Source: an optimization exercise on an open RTL-to-GDS flow (aim: small area). Production flows keep margins and buffers that such runs may drop.
In this exercise RTL edits were held to simulation tests only and were not proved equivalent to the original.

===== config.mk =====
export PLATFORM = sky130hd
export DESIGN_NAME = top_gray_sobel
export DESIGN_NICKNAME = top_gray_sobel
export VERILOG_FILES = /design/flow/design.v
export SDC_FILE = /design/flow/constraint.sdc
export NUM_CORES = 4
export LEC_CHECK = 0
export CAP_MARGIN = 20
export CORE_AREA = 5 5 115 115
export CTS_BUF_LIST = sky130_fd_sc_hd__clkbuf_4 sky130_fd_sc_hd__clkbuf_8
export DIE_AREA = 0 0 120 120
export SLEW_MARGIN = 20
export SYNTH_HIERARCHICAL = 1
export SYNTH_MINIMUM_KEEP_SIZE = 0

===== constraint.sdc =====
create_clock -name core_clock -period 10.0 [get_ports {clk_i}]
set_input_delay 2.0000 -clock core_clock [delete_from_list [all_inputs] [get_ports {clk_i}]]
set_output_delay 2.0000 -clock core_clock [all_outputs]
set_load 0.01 [all_outputs]

===== design.v =====
package sobel_pkg;
localparam MAX_PIXEL_BITS = 15;
localparam PIXEL_WIDTH_OUT = 8;
endpackage
module fa (input logic a, b, c, output logic s, co);
    assign s  = a ^ b ^ c;
    assign co = (a & b) | (a & c) | (b & c);
endmodule
module ha (input logic a, b, output logic s, co);
    assign s  = a ^ b;
    assign co = a & b;
endmodule
module sel_xor (input logic a, b, output logic y);
    assign y = a ^ b;
endmodule
import sobel_pkg::*;
module top_gray_sobel (
        input logic    clk_i,
        input logic    nreset_i,
        input logic    [1:0] select_i,
        input logic    finish_i,
        input logic    start_i,
        input logic    [MAX_PIXEL_BITS-1:0] in_pixel_i,
        output logic   [MAX_PIXEL_BITS-1:0] out_pixel_o,
        output logic   px_ready_sobel_o
    );
    logic sel12;
    sel_xor sel_x (.a(select_i[0]), .b(select_i[1]), .y(sel12));
    wire sel0 = (select_i == 2'd0);
    wire sel1 = (select_i == 2'd1);
    wire sel2 = (select_i == 2'd2);
    wire sel3 = (select_i == 2'd3);
    logic [MAX_PIXEL_BITS-1:0] px_q;
    logic gray_busy_q, gray_valid_q, gray_busy_nx;
    logic byp_q, byp_nx;
    logic [7:0] gray_sum, gray;
    always_ff @(posedge clk_i) px_q <= in_pixel_i;
    assign gray_busy_nx = gray_busy_q ? ~finish_i : (start_i & (sel0 | sel2));
    assign byp_nx       = byp_q ? ~finish_i : (start_i & sel3);
    always_ff @(posedge clk_i or negedge nreset_i) begin
        if (!nreset_i) begin
            gray_busy_q  <= 1'b0;
            gray_valid_q <= 1'b0;
            byp_q        <= 1'b0;
        end else begin
            gray_busy_q  <= gray_busy_nx;
            gray_valid_q <= gray_busy_nx & ~sel1;
            byp_q        <= byp_nx;
        end
    end
    logic gs1, gs2;
    fa gsu2 (.a(px_q[12]), .b(px_q[6]), .c(px_q[1]), .s(gs1), .co(gs2));
    logic gs3, gs4;
    fa gsu4 (.a(px_q[10]), .b(px_q[13]), .c(px_q[7]), .s(gs3), .co(gs4));
    logic gs5, gs6;
    fa gsu6 (.a(px_q[11]), .b(px_q[14]), .c(px_q[5]), .s(gs5), .co(gs6));
    logic gs7, gs8;
    fa gsu8 (.a(px_q[8]), .b(px_q[3]), .c(px_q[4]), .s(gs7), .co(gs8));
    logic gs9, gs10;
    fa gsu10 (.a(px_q[12]), .b(px_q[6]), .c(px_q[9]), .s(gs9), .co(gs10));
    logic gs11, gs12;
    fa gsu12 (.a(px_q[2]), .b(px_q[3]), .c(gs2), .s(gs11), .co(gs12));
    logic gs13, gs14;
    fa gsu14 (.a(gs4), .b(gs5), .c(gs7), .s(gs13), .co(gs14));
    logic gs15, gs16;
    fa gsu16 (.a(px_q[4]), .b(gs6), .c(gs8), .s(gs15), .co(gs16));
    logic gs17, gs18;
    fa gsu18 (.a(px_q[13]), .b(px_q[7]), .c(gs10), .s(gs17), .co(gs18));
    logic gs19, gs20;
    fa gsu20 (.a(gs9), .b(gs14), .c(gs15), .s(gs19), .co(gs20));
    logic gs21, gs22;
    fa gsu22 (.a(px_q[14]), .b(px_q[8]), .c(gs18), .s(gs21), .co(gs22));
    logic gs23, gs24;
    fa gsu24 (.a(gs16), .b(gs17), .c(gs20), .s(gs23), .co(gs24));
    logic gs25, gs26;
    ha gsu26 (.a(px_q[2]), .b(gs1), .s(gs25), .co(gs26));
    assign gray_sum[0] = gs25;
    logic gs27, gs28;
    fa gsu28 (.a(gs3), .b(gs11), .c(gs26), .s(gs27), .co(gs28));
    assign gray_sum[1] = gs27;
    logic gs29, gs30;
    fa gsu30 (.a(gs12), .b(gs13), .c(gs28), .s(gs29), .co(gs30));
    assign gray_sum[2] = gs29;
    logic gs31, gs32;
    ha gsu32 (.a(gs19), .b(gs30), .s(gs31), .co(gs32));
    assign gray_sum[3] = gs31;
    logic gs33, gs34;
    ha gsu34 (.a(gs23), .b(gs32), .s(gs33), .co(gs34));
    assign gray_sum[4] = gs33;
    logic gs35, gs36;
    fa gsu36 (.a(gs24), .b(gs21), .c(gs34), .s(gs35), .co(gs36));
    assign gray_sum[5] = gs35;
    logic gs37, gs38;
    fa gsu38 (.a(px_q[9]), .b(gs22), .c(gs36), .s(gs37), .co(gs38));
    assign gray_sum[6] = gs37;
    assign gray_sum[7] = gs38;
    assign gray = gray_valid_q ? gray_sum : 8'd0;
    localparam logic [3:0] S_IDLE = 4'd0;
    localparam logic [3:0] S_F1   = 4'd8;
    localparam logic [3:0] S_F2   = 4'd4;
    localparam logic [3:0] S_F3   = 4'd12;
    localparam logic [3:0] S_F4   = 4'd2;
    localparam logic [3:0] S_F5   = 4'd10;
    localparam logic [3:0] S_F6   = 4'd6;
    localparam logic [3:0] S_F7   = 4'd14;
    localparam logic [3:0] S_F8   = 4'd1;
    localparam logic [3:0] S_F9   = 4'd9;
    localparam logic [3:0] S_WAIT = 4'd5;
    localparam logic [3:0] S_N1   = 4'd13;
    localparam logic [3:0] S_N2   = 4'd3;
    localparam logic [3:0] S_N3   = 4'd11;
    localparam logic [3:0] S_N0   = 4'd7;
    logic start_sobel;
    logic [7:0] in_gray_n;             
    logic [3:0] st_q, st_nx;
    logic result, show, second;
    logic [7:0] w1, w2, w3, w4, w5, w6, w7, w8, p2_n;
    logic p2_ok;
    logic [7:0] op_p0, op_p1, op_p2, op_n0, op_n1, op_n2;
    logic [10:0] s_sum;
    logic [3:0] q;
    logic neg, sat, sat_q, q_gt;
    logic [6:0] mag, mag_q;
    logic [6:0] low_or;
    logic [7:0] sobel;
    assign start_sobel = start_i & sel12;
    assign in_gray_n = ~(sel1 ? in_pixel_i[7:0] : sel2 ? gray : 8'd0);
    always_comb begin
        st_nx  = st_q;
        result = 1'b0;
        case (st_q)
            S_IDLE: if (start_sobel) st_nx = S_F1;
            S_F1: st_nx = S_F2;
            S_F2: st_nx = S_F3;
            S_F3: st_nx = S_F4;
            S_F4: st_nx = S_F5;
            S_F5: st_nx = S_F6;
            S_F6: st_nx = S_F7;
            S_F7: st_nx = S_F8;
            S_F8: st_nx = S_F9;
            S_F9: begin
                st_nx  = S_WAIT;
                result = 1'b1;
            end
            S_WAIT: st_nx = S_N1;
            S_N1: st_nx = finish_i ? S_IDLE : S_N2;
            S_N2: st_nx = finish_i ? S_IDLE : S_N3;
            S_N3: begin
                st_nx  = finish_i ? S_IDLE : S_N0;
                result = ~finish_i;
            end
            S_N0: st_nx = finish_i ? S_IDLE : S_N1;
            default: st_nx = S_IDLE;
        endcase
    end
    assign show   = (st_q == S_WAIT) | (st_q == S_N0);
    assign second = (st_q == S_F9) | (st_q == S_N3);
    always_ff @(posedge clk_i or negedge nreset_i) begin
        if (!nreset_i) begin
            st_q  <= S_IDLE;
            p2_ok <= 1'b0;
        end else begin
            st_q  <= st_nx;
            if (result) p2_ok <= 1'b1;
        end
    end
    always_ff @(posedge clk_i) begin
        if (result) p2_n <= in_gray_n;
    end
    always_ff @(posedge clk_i) begin
        if (!show) begin
            w1 <= w2; w2 <= w3; w3 <= w4; w4 <= w5;
            w5 <= w6; w6 <= w7; w7 <= w8; w8 <= in_gray_n;
        end
    end
    assign op_p0 = ~w7;
    assign op_p1 = second ? ~w4 : ~in_gray_n;
    assign op_p2 = second ? ~w8 : p2_ok ? ~p2_n : 8'd0;
    assign op_n0 = w2;
    assign op_n1 = w3;
    assign op_n2 = second ? w6 : w5;
    logic ss1, ss2;
    fa ssu2 (.a(op_p0[0]), .b(op_p2[0]), .c(op_n0[0]), .s(ss1), .co(ss2));
    logic ss3, ss4;
    assign ss3 = ~(op_n1[0] ^ op_n2[0]);
    assign ss4 = op_n1[0] | op_n2[0];
    logic ss5, ss6;
    fa ssu6 (.a(op_p0[1]), .b(op_p2[1]), .c(op_n0[1]), .s(ss5), .co(ss6));
    logic ss7, ss8;
    assign ss7 = ~(op_n1[1] ^ op_n2[1]);
    assign ss8 = op_n1[1] | op_n2[1];
    logic ss9, ss10;
    fa ssu10 (.a(op_p0[2]), .b(op_p2[2]), .c(op_n0[2]), .s(ss9), .co(ss10));
    logic ss11, ss12;
    fa ssu12 (.a(op_p0[3]), .b(op_p2[3]), .c(op_n0[3]), .s(ss11), .co(ss12));
    logic ss13, ss14;
    fa ssu14 (.a(op_p0[4]), .b(op_p2[4]), .c(op_n0[4]), .s(ss13), .co(ss14));
    logic ss15, ss16;
    fa ssu16 (.a(op_p0[5]), .b(op_p2[5]), .c(op_n0[5]), .s(ss15), .co(ss16));
    logic ss17, ss18;
    fa ssu18 (.a(op_p0[6]), .b(op_p2[6]), .c(op_n0[6]), .s(ss17), .co(ss18));
    logic ss19, ss20;
    fa ssu20 (.a(op_p0[7]), .b(op_p2[7]), .c(op_n0[7]), .s(ss19), .co(ss20));
    logic ss21, ss22;
    fa ssu22 (.a(ss2), .b(ss4), .c(ss5), .s(ss21), .co(ss22));
    logic ss23, ss24;
    fa ssu24 (.a(op_n1[2]), .b(op_n2[2]), .c(ss6), .s(ss23), .co(ss24));
    logic ss25, ss26;
    fa ssu26 (.a(op_n1[3]), .b(op_n2[3]), .c(ss10), .s(ss25), .co(ss26));
    logic ss27, ss28;
    fa ssu28 (.a(op_n1[4]), .b(op_n2[4]), .c(ss12), .s(ss27), .co(ss28));
    logic ss29, ss30;
    fa ssu30 (.a(op_n1[5]), .b(op_n2[5]), .c(ss14), .s(ss29), .co(ss30));
    logic ss31, ss32;
    fa ssu32 (.a(op_n1[6]), .b(op_n2[6]), .c(ss16), .s(ss31), .co(ss32));
    logic ss33, ss34;
    fa ssu34 (.a(op_n1[7]), .b(op_n2[7]), .c(ss18), .s(ss33), .co(ss34));
    logic ss35, ss36;
    fa ssu36 (.a(ss8), .b(ss9), .c(ss22), .s(ss35), .co(ss36));
    logic ss37, ss38;
    fa ssu38 (.a(ss11), .b(ss24), .c(ss25), .s(ss37), .co(ss38));
    logic ss39, ss40;
    fa ssu40 (.a(ss13), .b(ss26), .c(ss27), .s(ss39), .co(ss40));
    logic ss41, ss42;
    fa ssu42 (.a(ss15), .b(ss28), .c(ss29), .s(ss41), .co(ss42));
    logic ss43, ss44;
    fa ssu44 (.a(ss17), .b(ss30), .c(ss31), .s(ss43), .co(ss44));
    logic ss45, ss46;
    fa ssu46 (.a(ss19), .b(ss32), .c(ss33), .s(ss45), .co(ss46));
    logic ss47, ss48;
    fa ssu48 (.a(ss20), .b(ss34), .c(ss46), .s(ss47), .co(ss48));
    logic ss49, ss50;
    fa ssu50 (.a(ss1), .b(ss3), .c(op_p1[0]), .s(ss49), .co(ss50));
    logic ss51, ss52;
    fa ssu52 (.a(ss7), .b(ss21), .c(op_p1[1]), .s(ss51), .co(ss52));
    logic ss53, ss54;
    fa ssu54 (.a(ss23), .b(ss35), .c(op_p1[2]), .s(ss53), .co(ss54));
    logic ss55, ss56;
    fa ssu56 (.a(ss36), .b(ss37), .c(op_p1[3]), .s(ss55), .co(ss56));
    logic ss57, ss58;
    fa ssu58 (.a(ss38), .b(ss39), .c(op_p1[4]), .s(ss57), .co(ss58));
    logic ss59, ss60;
    fa ssu60 (.a(ss40), .b(ss41), .c(op_p1[5]), .s(ss59), .co(ss60));
    logic ss61, ss62;
    fa ssu62 (.a(ss42), .b(ss43), .c(op_p1[6]), .s(ss61), .co(ss62));
    logic ss63, ss64;
    fa ssu64 (.a(ss44), .b(ss45), .c(op_p1[7]), .s(ss63), .co(ss64));
    assign s_sum[0] = ss49;
    logic ss65, ss66;
    ha ssu66 (.a(ss50), .b(ss51), .s(ss65), .co(ss66));
    assign s_sum[1] = ss65;
    logic ss67, ss68;
    fa ssu68 (.a(ss52), .b(ss53), .c(ss66), .s(ss67), .co(ss68));
    assign s_sum[2] = ss67;
    logic ss69, ss70;
    fa ssu70 (.a(ss54), .b(ss55), .c(ss68), .s(ss69), .co(ss70));
    assign s_sum[3] = ss69;
    logic ss71, ss72;
    fa ssu72 (.a(ss56), .b(ss57), .c(ss70), .s(ss71), .co(ss72));
    assign s_sum[4] = ss71;
    logic ss73, ss74;
    fa ssu74 (.a(ss58), .b(ss59), .c(ss72), .s(ss73), .co(ss74));
    assign s_sum[5] = ss73;
    logic ss75, ss76;
    fa ssu76 (.a(ss60), .b(ss61), .c(ss74), .s(ss75), .co(ss76));
    assign s_sum[6] = ss75;
    logic ss77, ss78;
    fa ssu78 (.a(ss62), .b(ss63), .c(ss76), .s(ss77), .co(ss78));
    assign s_sum[7] = ss77;
    logic ss79, ss80;
    fa ssu80 (.a(ss64), .b(ss47), .c(ss78), .s(ss79), .co(ss80));
    assign s_sum[8] = ss79;
    logic ss81, ss82;
    ha ssu82 (.a(ss48), .b(ss80), .s(ss81), .co(ss82));
    assign s_sum[9] = ss81;
    assign s_sum[10] = ss82;
    assign q   = s_sum[10:7];
    assign neg = q[0];
    assign sat = ~((q == 4'd6) | ((q == 4'd5) & (|s_sum[6:0])));
    always_comb begin
        low_or[0] = 1'b0;
        for (int k = 1; k < 7; k++) low_or[k] = low_or[k-1] | s_sum[k-1];
    end
    assign mag = s_sum[6:0] ^ ({7{neg}} & low_or);
    always_comb begin
        q_gt = 1'b0;
        for (int k = 0; k < 7; k++)
            q_gt = (mag_q[k] & ~mag[k]) | (mag_q[k] & q_gt) | (~mag[k] & q_gt);
    end
    always_ff @(posedge clk_i) begin
        sat_q <= sat | (second & sat_q);
        mag_q <= (second & q_gt) ? mag_q : mag;
    end
    assign sobel = ~show ? 8'd0 : sat_q ? 8'hff : {mag_q, 1'b0};
    always_comb begin
        if (sel12)     out_pixel_o = {7'b0, sobel};
        else if (sel0) out_pixel_o = {7'b0, gray};
        else           out_pixel_o = byp_q ? px_q : '0;
        px_ready_sobel_o = sel12 & show;
    end
endmodule

===== flow/run.sh =====
#!/bin/bash
# The standard layout (standard.sh: the standard flow's synthesis and ORFS flow), with
#  - port buffers of the smallest buffer cell instead of the default choice,
#  - clock tree synthesis without dummy loads at the tree's leaves.
# Each tool's full output goes to a log of its own under orfs/logs; make's
# output goes to flow_make.log here.
set -euo pipefail
export BUFFER_PORTS_ARGS="-buffer_cell sky130_fd_sc_hd__buf_1"
export CTS_ARGS="-sink_clustering_enable -repair_clock_nets -dont_use_dummy_load -buf_list {sky130_fd_sc_hd__clkbuf_4 sky130_fd_sc_hd__clkbuf_8}"
bash standard.sh > flow_make.log 2>&1

===== standard.sh =====
#!/bin/bash
# synth_recipe.tcl (not shown) runs the flow's synth.tcl, then flattens the netlist and writes it again
# the make line also repeats each setting of config.mk as NAME=value (left out here)
make -C /OpenROAD-flow-scripts/flow DESIGN_CONFIG=/design/flow/config.mk WORK_HOME=/design/flow/orfs CLKGATE_MAP_FILE= SYNTH_SCRIPT=/design/flow/synth_recipe.tcl "${@:-finish}"

==> flow_metrics.py, run 1 <==
metrics = {
    "detailed_routing": {
        "viasPerCell": 5.25,
        "drt_first_pass_iters": 4,
        "detail-route-antenna-nets": 0,
        "via_count": 2742,
        "wirelength_um": 9240,
        "drt_iter0_drc": 184,
        "drt-wirelength-per-cell_um": 17.7,
        "drc": 0,
    },
    "clock_tree": {
        "clock_path_buffers": 2,
        "cts_made_buffers": 9,
        "postCtsSetupRepairBufs": 0,
        "clkSinkCount": 95,
        "ctsHtreeMaxLevel": 3,
        "path_clk_slew_ps": 90,
        "clk_latency_ps": 370,
        "cts_root_buf": "clkbuf_8",
        "cts_tree": "yes",
        "cts_hold_buf": 0,
        "cts-resized-gates": 0,
    },
    "yosys": {
        "synth_edf_count": 71,
        "ys_types": 43,
        "syn_area_per_cell_um2": 14.5,
        "netlist_instances": 344,
        "async_reset_ff_frac": 0.0842,
        "ys_seq_area_frac": 0.533,
        "syn_area_um2": 4970,
        "synth_top_area_cell": "edfxtp_1",
        "synth-seq-cells": 95,
        "synth_nets": 425,
        "yosysWarningCount": 7,
        "synth_top_area_share": 0.429,
        "ys.flop_type": "edfxtp_1",
        "synth_area_leaders": "edfxtp_1, fa_1, dfxtp_1",
    },
    "placement": {
        "dpl.cell_count": 513,
        "gp_congestion": 0.927,
        "numPortBuffers": 36,
        "dpl.hpwl_um": 7150,
    },
    "worst_setup_path": {
        "path_class": "in -> reg",
        "worstPathCellList": "buf_1 -> nor2b_1 -> a32oi_1 -> mux2i_1 -> fa_1 -> ha_1 -> fa_1 -> fa_1 -> fa_1 -> fa_1 -> fa_1 -> fa_1 -> o21ai_0 -> xor2_1 -> a221oi_1 -> a211oi_1 -> o31ai_1 -> a221o_1",
        "startpoint": "select_i[1]",
        "cp_max_fo": 12,
        "cp_data_required_time_ps": 10030,
        "startpoint_type": "input pin",
        "cpMostUsedCell": "fa_1",
        "r2r_start": "st_q[2]",
        "crit_arrival_ps": 7950,
        "crit_path_max_incr_delay_ps": 790,
        "r2r_slack_ps": 2130,
        "critPathSlowestCell": "fa_1",
        "worst_setup_path_end_kind": "flip-flop",
    },
    "sta": {
        "period_share": 0.791,
        "fin_skew_ps": 22.0,
        "hold_slack_ps": 438,
        "rsz0062_at_grt": "false",
        "period_needed_ps": 7910,
        "setup_viol": 0,
        "final-max-slew-violation-count": 0,
        "fmax_mhz": 126,
        "worst-slew-pin-transition_ps": 1030,
        "setup_tns_ps": 0,
        "slew_headroom": 0.313,
        "finalHoldViolCount": 0,
    },
    "global_routing": {
        "grt_pass1_vias": 2842,
        "grt_overflow": 0,
        "grt_pass1_wl_um": 15100,
        "grtUsageTotal": 0.139,
        "grt_max_degree": 57,
        "antenna_found_initial": 0,
    },
    "job": {
        "max_cap_violations": 0,
    },
    "cells_and_area": {
        "fin_cells": 522,
        "multi_input_area_um2": 2160,
        "area_delta_synth_final_pct": 7.97,
        "drive_above_1_share": 0.0640,
        "layout.nets": 458,
        "fillers": 1066,
        "num_antenna_cells": 0,
        "ff_latch_area_um2": 2650,
    },
    "floorplanning": {
        "die_width_um": 120,
        "die_area_um2": 14400,
        "core_um2": 12000,
        "die_h_um": 120,
        "io_pins": 37,
        "fp-row-count": 40,
        "initial_core_util": 0.416,
    },
    "hold_path": {
        "min_path_type": "reg -> reg",
        "hp-start": "w6[5]",
    },
    "status": {
        "status": "complete, no violations",
    },
}
metal layers:
| layer | vias to the layer above | track usage | share of wire |
|---|---|---|---|
| met3 | 15 | 0.0278 | 0.028 |
| met5 | - | 0 | 0 |
| met2 | 43 | 0.217 | 0.49 |
| met1 | 1384 | 0.189 | 0.46 |
| li1 | 1300 | - | - |
| met4 | 0 | 0.0601 | 0.020 |
kinds of logic (layout without fill, tap and decap cells):
group | Yosys count | after routing | share of synthesized area
simple gates | 62 | 62 | 0.0714
xor+xnor | 8 | 8 | 0.0141
fa+ha+maj | 61 | 61 | 0.233
buf+inv | 42 | 73 | 0.0319
compound gates | 58 | 58 | 0.0785
mux | 18 | 18 | 0.0377
flops | 95 | 95 | 0.533
final cells by class:
class,count,share of cell area
Clock buffer,9,0.0231
Inverter,26,0.0182
Tap cell,147,0.0342
Sequential cell,95,0.494
Multi-Input combinational cell,207,0.403
Timing Repair Buffer,38,0.0280
final timing paths:
kind                            cells past startpoint            to
worst max-delay path                               18      mag_q[6]
worst min-delay path                                0         w5[5]
worst max register to register                     18      mag_q[6]
worst min register to register                      0         w5[5]
max in group asynchronous                           1  gray_valid_q
min in group asynchronous                           1       st_q[3]
registers in the layout (all words and copies together) (netlist names), 4 cells and up:
name	count
p2_n	8
w5	8
w8	8
w3	8
mag_q	7
st_q	4
px_q	15
w7	8
w6	8
w4	8
w2	8
Yosys stat by module, one instance, submodules excluded:
module | copies in the design | cells
top_gray_sobel | 1 | 285
fa | 53 | 1
ha | 5 | 1
sel_xor | 1 | 1
critical path, delay by kind of cell:
kind	cells	cell delay [ps]
fa+ha+maj	8	3410
buf+inv	1	200
simple gates	1	510
compound gates	6	1380
mux	1	230
xor+xnor	1	200
per-stage QoR:
stage	util	worst slack (ps)	area, um2
after floorplan	-	2840	4970
after global placement	0.439	1870	5250
after detailed placement	0.439	1690	5250
after CTS	0.449	2060	5370
after global routing	0.449	1680	5370
final	0.449	2090	5370
cells in the final DEF, fill, tap and decap left out, drive strengths merged, types with 8 or more instances in the layout:
master	instances
nor2	12
a32oi	8
o21ai	15
clkbuf	9
nand2	11
o22ai	10
buf	38
dfxtp	16
nand3b	11
mux2i	12
a31oi	10
edfxtp	71
fa	53
dfrtp	8
inv	26
and3	8
Yosys cell counts (2+ instances only):
master and number:
nand3b_1 11, o22ai_1 10, and2_1 7, xnor2_1 6, nor2b_1 3, a21oi_1 2, inv_1 26, nand2b_1 2
o211ai_1 2, nand2_1 10, a31oi_1 10, or2_2 2, edfxtp_1 71, ha_1 7, fa_1 53, mux2_2 6
mux2i_1 12, nand3_1 2, clkbuf_1 14, a22oi_1 2, dfrtp_1 8, a32oi_1 8, o21ai_0 14, o2111ai_1 2
and3_1 8, o31ai_1 2, xor2_1 2, dfxtp_1 16, nor2_1 12
==> inputs of run 2 (changes only) <==
--- a/design.v
+++ b/design.v
@@ -114,7 +114,7 @@
     logic [7:0] in_gray_n;             
     logic [3:0] st_q, st_nx;
     logic result, show, second;
-    logic [7:0] w1, w2, w3, w4, w5, w6, w7, w8, p2_n;
+    logic [7:0] w2, w3, w4, w5, w6, w7, w8, p2_n;
     logic p2_ok;
     logic [7:0] op_p0, op_p1, op_p2, op_n0, op_n1, op_n2;
     logic [10:0] s_sum;
@@ -168,9 +168,10 @@
         if (result) p2_n <= in_gray_n;
     end
     always_ff @(posedge clk_i) begin
+        w2 <= w3;
         if (!show) begin
-            w1 <= w2; w2 <= w3; w3 <= w4; w4 <= w5;
-            w5 <= w6; w6 <= w7; w7 <= w8; w8 <= in_gray_n;
+            w3 <= w4; w4 <= w5; w5 <= w6;
+            w6 <= w7; w7 <= w8; w8 <= in_gray_n;
         end
     end
     assign op_p0 = ~w7;
--- a/config.mk
+++ b/config.mk
@@ -5,6 +5,7 @@
 export SDC_FILE = /design/flow/constraint.sdc
 export NUM_CORES = 4
 export LEC_CHECK = 0
+export ABC_AREA = 1
 export CAP_MARGIN = 20
 export CORE_AREA = 5 5 115 115
 export CTS_BUF_LIST = sky130_fd_sc_hd__clkbuf_4 sky130_fd_sc_hd__clkbuf_8
==> flow_metrics.py, run 2 <==
metrics = {
    "yosys": {
        "ys_seq_area_frac": 0.505,
        "netlist_instances": 438,
        "synth_area_leaders": "edfxtp_1, fa_1, dfxtp_1",
        "ys_types": 30,
        "synth_nets": 519,
        "syn_area_per_cell_um2": 11.6,
        "synth-seq-cells": 95,
        "synth_edf_count": 63,
        "ys.flop_type": "edfxtp_1",
        "synth_top_area_cell": "edfxtp_1",
        "yosysMostFrequentCell": "nand2_1",
        "yosysWarningCount": 7,
        "async_reset_ff_frac": 0.0842,
        "synth_top_area_share": 0.371,
        "synth_common_cells": "nand2_1, edfxtp_1, fa_1, inv_1, nor2_1",
        "syn_area_um2": 5100,
    },
    "placement": {
        "gp_congestion": 0.819,
        "numPortBuffers": 36,
        "dpl.hpwl_um": 7530,
        "dpl.cell_count": 615,
    },
    "global_routing": {
        "grt_pass1_vias": 3187,
        "grt_overflow": 0,
        "grt_max_degree": 50,
        "antenna_found_initial": 0,
        "grt_pass1_wl_um": 16500,
        "grtUsageTotal": 0.150,
    },
    "clock_tree": {
        "clkSinkCount": 95,
        "postCtsSetupRepairBufs": 0,
        "clk_latency_ps": 380,
        "ctsHtreeMaxLevel": 3,
        "cts_tree": "yes",
        "clock_path_buffers": 2,
        "cts_made_buffers": 9,
        "cts_root_buf": "clkbuf_8",
        "path_clk_slew_ps": 80,
        "cts_hold_buf": 0,
        "cts-resized-gates": 0,
    },
    "sta": {
        "period_needed_ps": 7620,
        "worst-slew-pin-transition_ps": 813,
        "finalHoldViolCount": 0,
        "fin_skew_ps": 32.4,
        "setup_tns_ps": 0,
        "slew_headroom": 0.457,
        "rsz0062_at_grt": "false",
        "setup_viol": 0,
        "final-max-slew-violation-count": 0,
        "fmax_mhz": 131,
        "period_share": 0.762,
    },
    "detailed_routing": {
        "via_count": 3134,
        "drt_first_pass_iters": 4,
        "viasPerCell": 5.02,
        "drt-wirelength-per-cell_um": 15.9,
        "drc": 0,
        "wirelength_um": 9900,
        "detail-route-antenna-nets": 0,
        "drt_iter0_drc": 229,
    },
    "hold_path": {
        "hp-start": "w3[0]",
        "whs_path_depth": 0,
        "min_path_type": "reg -> reg",
        "whs_endpoint": "w2[0]",
    },
    "cells_and_area": {
        "final_common_cell": "nand2_1",
        "largest_reg_flops": 15,
        "layout.nets": 560,
        "area_delta_synth_final_pct": 7.44,
        "fin_cells": 624,
        "layout_common_cells": "nand2_1, edfxtp_1, fa_1",
        "top_register": "px_q",
        "num_antenna_cells": 0,
        "drive_above_1_share": 0.0629,
    },
    "worst_setup_path": {
        "r2r_start": "st_q[3]",
        "cp_max_fo": 22,
        "crit_path_max_incr_delay_ps": 790,
        "worstRegToRegCells": 28,
        "critPathSlowestCell": "fa_1",
        "r2r_slack_ps": 2380,
        "startpoint_type": "flip-flop",
        "regToRegEndpoint": "mag_q[5]",
        "crit_arrival_ps": 7670,
        "path_class": "reg -> reg",
        "cp_data_required_time_ps": 10050,
        "worst_setup_path_end_kind": "flip-flop",
        "cpMostUsedCell": "fa_1",
    },
    "floorplanning": {
        "io_pins": 37,
        "core_um2": 12000,
        "fp-row-count": 40,
        "die_area_um2": 14400,
        "initial_core_util": 0.426,
        "die_width_um": 120,
        "die_h_um": 120,
    },
    "job": {
        "max_cap_violations": 0,
    },
    "status": {
        "status": "complete, no violations",
    },
}
## run 2: cell count changes after synthesis, moves of 12 or more
cell      previous run  this run
inv_1               26        45
a21oi_1              2        18
nand2_1             10       102
clkbuf_1            14         2
nor2_1              12        27
nand3_1              2        17
## run 2: Yosys stat by module (local to each module, per instance)
module	cell area [um2]	flip-flops and latches	cells
top_gray_sobel	3950	95	375
fa	20.0	0	1
sel_xor	18.8	0	5
ha	12.5	0	1
## run 2: worst max path at each step
| stage | slack [ps] | start | cells after the start | end |
|---|---|---|---|---|
| floorplan | 3320 | select_i[0] | 21 | mag_q[0] |
| CTS | 2320 | st_q[3] | 28 | mag_q[2] |
| global route | 1900 | st_q[3] | 28 | mag_q[6] |
| global placement | 2470 | st_q[3] | 28 | mag_q[0] |
| detailed placement | 2350 | st_q[3] | 28 | mag_q[3] |
| finish | 2380 | st_q[3] | 28 | mag_q[5] |
## run 2: cell families (layout without fill, tap and decap cells)
| kind of cell | count (synthesis) | count (layout) | synth area share |
|---|---|---|---|
| AND/OR/NAND/NOR | 165 | 165 | 0.139 |
| AO/OA/AOI/OAI | 50 | 50 | 0.0579 |
| flip-flops | 95 | 95 | 0.505 |
| buffers and inverters | 58 | 97 | 0.0530 |
| adder cells (fa/ha/maj) | 60 | 60 | 0.225 |
| multiplexers | 10 | 10 | 0.0196 |
## run 2: layout make-up
cell class | instances | area (um2)
Multi-Input combinational cell | 285 | 2250
Clock buffer | 9 | 124
Tap cell | 147 | 184
Inverter | 49 | 184
Sequential cell | 95 | 2570
Timing Repair Buffer | 39 | 158
Fill cell | 1092 | 6490
## run 2: metrics by stage
| step | util | instance area (um2) | hold slack [ps] | setup slack, ps |
|---|---|---|---|---|
| 2_1_floorplan | - | 5100 | 348 | 3320 |
| 3_3_place_gp | 0.447 | 5350 | 359 | 2470 |
| 3_5_place_dp | 0.447 | 5350 | 363 | 2350 |
| 4_1_cts | 0.458 | 5480 | 382 | 2320 |
| 5_1_grt | 0.458 | 5480 | 398 | 1900 |
| 6_report | 0.458 | 5480 | 378 | 2380 |
## run 2: metal layers
layer  GRT usage  up-vias  part of all wire
met4      0.0422        0             0.014
met2       0.238       40              0.51
li1            -     1512                 -
met1       0.198     1573              0.45
met5           0        -                 0
met3      0.0471        9             0.029
## run 2: critical path, delay by kind of cell (launching register included)
kind | cells | cell delay, ps
adder cells (fa/ha/maj) | 10 | 4630
AND/OR/NAND/NOR | 12 | 1120
buffers and inverters | 4 | 930
flip-flops | 1 | 410
AO/OA/AOI/OAI | 2 | 220
==> inputs of run 3 (changes only) <==
--- a/config.mk
+++ b/config.mk
@@ -5,7 +5,6 @@
 export SDC_FILE = /design/flow/constraint.sdc
 export NUM_CORES = 4
 export LEC_CHECK = 0
-export ABC_AREA = 1
 export CAP_MARGIN = 20
 export CORE_AREA = 5 5 115 115
 export CTS_BUF_LIST = sky130_fd_sc_hd__clkbuf_4 sky130_fd_sc_hd__clkbuf_8
==> flow_metrics.py, run 3 <==
metrics = {
    "yosys": {
        "synth_top_family_by_area": "adder cells",
        "netlist_instances": 364,
        "muxShareOfSynthArea": 0.0284,
        "synth_xor_xnor_area_share": 0.0123,
        "synthSimpleGateAreaFrac": 0.0935,
        "ys_seq_area_frac": 0.517,
        "syn_area_um2": 4980,
        "syn_area_per_cell_um2": 13.7,
        "synth_top_area_share": 0.380,
        "ys.flop_type": "edfxtp_1",
        "yosysMostFrequentCell": "edfxtp_1",
        "synth_edf_count": 63,
        "async_reset_ff_frac": 0.0842,
        "synth_adder_area_share": 0.233,
        "synth_compound_area_frac": 0.0845,
        "ys_types": 49,
        "synth_nets": 445,
        "synth-seq-cells": 95,
        "synth_area_leaders": "edfxtp_1, fa_1, dfxtp_1",
        "synth_common_cells": "edfxtp_1, fa_1, nand2_1, dfxtp_1, inv_1",
        "yosysWarningCount": 7,
        "synth_top_area_cell": "edfxtp_1",
    },
    "global_routing": {
        "grt_pass1_vias": 3090,
        "grt_pass1_wl_um": 16200,
        "grt_max_degree": 49,
        "grtUsageTotal": 0.144,
        "grt_overflow": 0,
        "antenna_found_initial": 0,
    },
    "clock_tree": {
        "cts-resized-gates": 0,
        "clock_path_buffers": 2,
        "postCtsSetupRepairBufs": 0,
        "path_clk_slew_ps": 80,
        "clk_latency_ps": 360,
        "cts_made_buffers": 9,
        "cts_tree": "yes",
        "ctsHtreeMaxLevel": 3,
        "cts_hold_buf": 0,
        "cts_root_buf": "clkbuf_8",
        "clkSinkCount": 95,
    },
    "detailed_routing": {
        "viasPerCell": 5.41,
        "drt_iter0_drc": 253,
        "via_count": 2906,
        "detail-route-antenna-nets": 0,
        "drt_first_pass_iters": 4,
        "wirelength_um": 9540,
        "drt-wirelength-per-cell_um": 17.8,
        "drc": 0,
    },
    "sta": {
        "hold_slack_ps": 392,
        "rsz0062_at_grt": "false",
        "worst-slew-pin-transition_ps": 1080,
        "setup_tns_ps": 0,
        "slew_headroom": 0.282,
        "fmax_mhz": 126,
        "finalHoldViolCount": 0,
        "fin_skew_ps": 23.1,
        "period_needed_ps": 7930,
        "period_share": 0.793,
        "setup_viol": 0,
        "final-max-slew-violation-count": 0,
    },
    "cells_and_area": {
        "layout.nets": 473,
        "finalInstanceArea_um2": 5350,
        "final_common_cell": "edfxtp_1",
        "largest_reg_flops": 15,
        "num_antenna_cells": 0,
        "layout_common_cells": "edfxtp_1, fa_1, buf_1",
        "area_delta_synth_final_pct": 7.49,
        "top_register": "px_q",
        "drive_above_1_share": 0.0436,
    },
    "placement": {
        "gp_congestion": 0.842,
        "dpl.hpwl_um": 7290,
        "post_dp_cell_area_um2": 5230,
        "numPortBuffers": 36,
    },
    "floorplanning": {
        "fp-row-count": 40,
        "die_width_um": 120,
        "io_pins": 37,
        "core_um2": 12000,
        "initial_core_util": 0.416,
        "die_h_um": 120,
        "die_area_um2": 14400,
    },
    "worst_setup_path": {
        "crit_arrival_ps": 7930,
        "path_class": "in -> reg",
        "worst_setup_path_end_kind": "flip-flop",
        "cp_data_required_time_ps": 10000,
        "cp_max_fo": 12,
        "startpoint_type": "input pin",
    },
    "hold_path": {
        "min_path_type": "reg -> reg",
    },
    "job": {
        "max_cap_violations": 0,
    },
    "status": {
        "status": "complete, no violations",
    },
}
==> run 3: layout make-up <==
type	instances	area, um2
Timing Repair Buffer	37	143
Clock buffer	9	124
Tap cell	147	184
Inverter	21	78.8
Fill cell	1086	6610
Multi-Input combinational cell	228	2250
Sequential cell	95	2570
==> run 3: path summary, 6_finish.rpt <==
path / slack [ps] / depth (start not counted) / start / end
max: 2070 / 17 / select_i[0] / mag_q[5]
min: 390 / 0 / w3[0] / w2[0]
max reg2reg: 2380 / 18 / px_q[12] / mag_q[5]
min reg2reg: 390 / 0 / w3[0] / w2[0]
max in group asynchronous: 8110 / 1 / nreset_i / gray_valid_q
min in group asynchronous: 1570 / 1 / nreset_i / st_q[1]
==> run 3: critical path, stage by stage <==
cell and delay, ps:
buf_1 220, nor2b_1 570, a32oi_1 210, mux2i_1 230, fa_1 440, ha_1 210
fa_1 390, fa_1 400, fa_1 400, fa_1 390, fa_1 380, fa_1 780
o21ai_0 190, xor2_1 200, a221oi_1 340, nor2_1 90, o21ai_1 480
==> run 3: Yosys stat by module (local to each module, per instance) <==
module          copies in the design  cells inside  flops+latches
ha                                 5             1              0
fa                                53             1              0
top_gray_sobel                     1           305             95
sel_xor                            1             1              0
==> run 3: kinds of logic (layout without fill, tap and decap cells) <==
family,count (synthesis),count (layout)
DFF,95,95
and+or+nand+nor,88,88
adders and majority gates,61,61
AOI/OAI and AO/OA,58,58
buffers and inverters,41,67
muxes,14,14
xor gates and xnor gates,7,7
==> run 3: per-layer routing <==
metal  global-route usage  routed length, um
met5                    0                  0
met4               0.0480                147
met3               0.0306                300
met2                0.232               4780
met1                0.196               4320
==> run 3: metrics by stage <==
step,instances,setup WS (ps),util
finish,537,2070,0.447
global route,537,1620,0.447
CTS,537,2090,0.447
detailed placement,528,1730,0.437
global placement,528,1960,0.437
floorplan,364,2750,-
==> inputs of run 4 (changes only) <==
==> flow/run.sh (replaced) <==
#!/bin/bash
# The standard layout (standard.sh: the standard flow's synthesis and ORFS flow), with
#  - port buffers of the smallest buffer cell instead of the default choice,
#  - clock tree synthesis without dummy loads at the tree's leaves,
#  - power recovery after global routing (downsizes gates off the critical
#    paths).
# Each tool's full output goes to a log of its own under orfs/logs; make's
# output goes to flow_make.log here.
set -euo pipefail
export BUFFER_PORTS_ARGS="-buffer_cell sky130_fd_sc_hd__buf_1"
export CTS_ARGS="-sink_clustering_enable -repair_clock_nets -dont_use_dummy_load -buf_list {sky130_fd_sc_hd__clkbuf_4 sky130_fd_sc_hd__clkbuf_8}"
export RECOVER_POWER=100
bash standard.sh > flow_make.log 2>&1
==> flow_metrics.py, run 4 <==
metrics = {
    "yosys": {
        "synth_edf_count": 63,
        "synth_top_area_share": 0.380,
        "synth_nets": 445,
        "syn_area_um2": 4980,
        "synth_adder_area_share": 0.233,
        "synth_top_family_by_area": "adder cells",
        "ys_types": 49,
        "netlist_instances": 364,
        "async_reset_ff_frac": 0.0842,
        "ys_seq_area_frac": 0.517,
        "synth_xor_xnor_area_share": 0.0123,
        "yosysWarningCount": 7,
        "synth_top_area_cell": "edfxtp_1",
        "synth-seq-cells": 95,
        "synthSimpleGateAreaFrac": 0.0935,
        "synth_area_leaders": "edfxtp_1, fa_1, dfxtp_1",
        "ys.flop_type": "edfxtp_1",
        "muxShareOfSynthArea": 0.0284,
        "synth_common_cells": "edfxtp_1, fa_1, nand2_1, dfxtp_1, inv_1",
        "yosysMostFrequentCell": "edfxtp_1",
        "synth_compound_area_frac": 0.0845,
        "syn_area_per_cell_um2": 13.7,
    },
    "clock_tree": {
        "ctsHtreeMaxLevel": 3,
        "clk_latency_ps": 360,
        "postCtsSetupRepairBufs": 0,
        "cts_tree": "yes",
        "path_clk_slew_ps": 80,
        "cts_made_buffers": 9,
        "cts_hold_buf": 0,
        "cts_root_buf": "clkbuf_8",
        "clkSinkCount": 95,
        "clock_path_buffers": 2,
        "cts-resized-gates": 0,
    },
    "sta": {
        "final-max-slew-violation-count": 49,
        "worst-slew-pin-transition_ps": 1830,
        "fin_skew_ps": 23.3,
        "period_needed_ps": 8160,
        "period_share": 0.816,
        "finalHoldViolCount": 0,
        "fmax_mhz": 123,
        "rsz0062_at_grt": "false",
        "setup_tns_ps": 0,
        "slew_headroom": -0.222,
        "setup_viol": 0,
    },
    "cells_and_area": {
        "layout_common_cells": "edfxtp_1, fa_1, buf_1",
        "largest_reg_flops": 15,
        "final_common_cell": "edfxtp_1",
        "fillers": 1088,
        "num_antenna_cells": 0,
        "top_register": "px_q",
        "area_delta_synth_final_pct": 7.27,
        "drive_above_1_share": 0.0385,
        "layout.nets": 473,
    },
    "floorplanning": {
        "die_width_um": 120,
        "core_um2": 12000,
        "initial_core_util": 0.416,
        "die_h_um": 120,
        "die_area_um2": 14400,
        "io_pins": 37,
        "fp-row-count": 40,
    },
    "detailed_routing": {
        "detail-route-antenna-nets": 0,
        "drt-wirelength-per-cell_um": 17.7,
        "met2_length_um": 4750,
        "via_count": 2890,
        "met1_length_um": 4290,
        "wirelength_um": 9530,
        "drc": 0,
        "drt_first_pass_iters": 4,
        "routed.top_layer": "met4",
        "wl_met3_um": 341,
        "drt_iter0_drc": 211,
        "viasPerCell": 5.38,
    },
    "worst_setup_path": {
        "startpoint_type": "input pin",
        "cp_data_required_time_ps": 9990,
        "crit_arrival_ps": 8150,
        "cp_max_fo": 12,
        "worst_setup_path_end_kind": "flip-flop",
        "path_class": "in -> reg",
    },
    "status": {
        "violations": "capacitance limit, slew limit",
        "status": "failed layout checks",
    },
    "global_routing": {
        "antenna_found_initial": 0,
        "grt_pass1_wl_um": 16200,
        "grt_pass1_vias": 3090,
        "grt_overflow": 0,
        "grtUsageTotal": 0.144,
        "grt_max_degree": 49,
    },
    "placement": {
        "dpl.hpwl_um": 7290,
        "numPortBuffers": 36,
        "gp_congestion": 0.842,
    },
    "job": {
        "max_cap_violations": 1,
    },
    "hold_path": {
        "min_path_type": "reg -> reg",
    },
}
run 4: cell counts after synthesis:
No cell type changed its count.
run 4: logic make-up (layout without fill, tap and decap cells):
family,after synthesis,after routing
flip-flops,95,95
multiplexers,14,14
AND/OR/NAND/NOR,88,88
buffers and inverters,41,67
AO/OA/AOI/OAI,58,58
adder cells (fa/ha/maj),61,61
XOR/XNOR,7,7
run 4: worst paths after layout:
kind                              from            to  slack [ps]  cells past startpoint
min in group asynchronous     nreset_i       st_q[1]        1570                      1
max in group asynchronous     nreset_i  gray_valid_q        8100                      1
max reg2reg                   px_q[12]      mag_q[5]        2150                     18
min reg2reg                      w3[0]         w2[0]         390                      0
min                              w3[0]         w2[0]         390                      0
max                        select_i[0]      mag_q[5]        1840                     17
run 4: metrics by stage:
stage	utilization	cell area (um2)	hold slack, ps	instances	setup slack, ps
after floorplan	-	4980	348	364	2750
after global placement	0.437	5230	358	528	1960
after detailed placement	0.437	5230	368	528	1730
after CTS	0.447	5350	390	537	2090
after global routing	0.446	5340	405	537	1380
final	0.446	5340	392	537	1840
run 4: per-layer routing:
layer | vias to the layer above | global-route usage
met3 | 12 | 0.0306
met4 | 0 | 0.0480
met1 | 1491 | 0.196
met2 | 42 | 0.232
li1 | 1345 | -
met5 | - | 0
run 4: final cells by class:
| cell class | count | area (um2) | share of cell area |
|---|---|---|---|
| tap | 147 | 184 | 0.0345 |
| timing repair buffer | 37 | 143 | 0.0267 |
| sequential | 95 | 2570 | 0.482 |
| clock buffer | 9 | 124 | 0.0232 |
| multi-input combinational | 228 | 2240 | 0.419 |
| inverter | 21 | 78.8 | 0.0148 |
run 4: worst max-delay path, cell delays in order:
cell      delay, ps
clkbuf_1        220
nor2b_1         580
a32oi_1         210
mux2i_1         220
fa_1            440
ha_1            210
fa_1            390
fa_1            400
fa_1            400
fa_1            390
fa_1            380
fa_1            770
o21ai_0         190
xor2_1          200
a221oi_1        330
nor2_1           90
o21ai_0         710
run 4: Yosys stat by module, one instance, submodules excluded:
module / area [um2] / cells
top_gray_sobel: 3840 / 305
fa: 20.0 / 1
ha: 12.5 / 1
sel_xor: 8.76 / 1

==> re-timing with driven ports <==
The results above use ideal ports. As a check the final layouts listed here were re-extracted and re-timed, cells and wires unchanged. Step 1 assumes that a clkbuf_16 drives the clock port and a buf_2 every other input. Step 2 moves the port delays by t, midway between the first and last clock arrival at a register: inputs arrive t later, outputs are due t later. That takes back most of the time a late clock gives input paths. Three values: ideal, step 1, step 2; two values: the first two.
run	t, ns	slack for setup (ns)	worst hold slack (ns)	cell pins on the clock port's net
run 1	0.392	2.087 / 2.100 / 1.708	0.438 / 0.438 / 0.438	1
run 2	0.393	2.380 / 2.380 / 2.380	0.378 / 0.378 / 0.378	1
run 3	0.385	2.071 / 2.082 / 1.697	0.392 / 0.392 / 0.392	1
run 4	0.386	1.842 / 1.853 / 1.468	0.392 / 0.392 / 0.392	1
The setup slack of run 1, which loses most, moves by +0.013 ns with the drivers and by -0.379 ns with both steps.
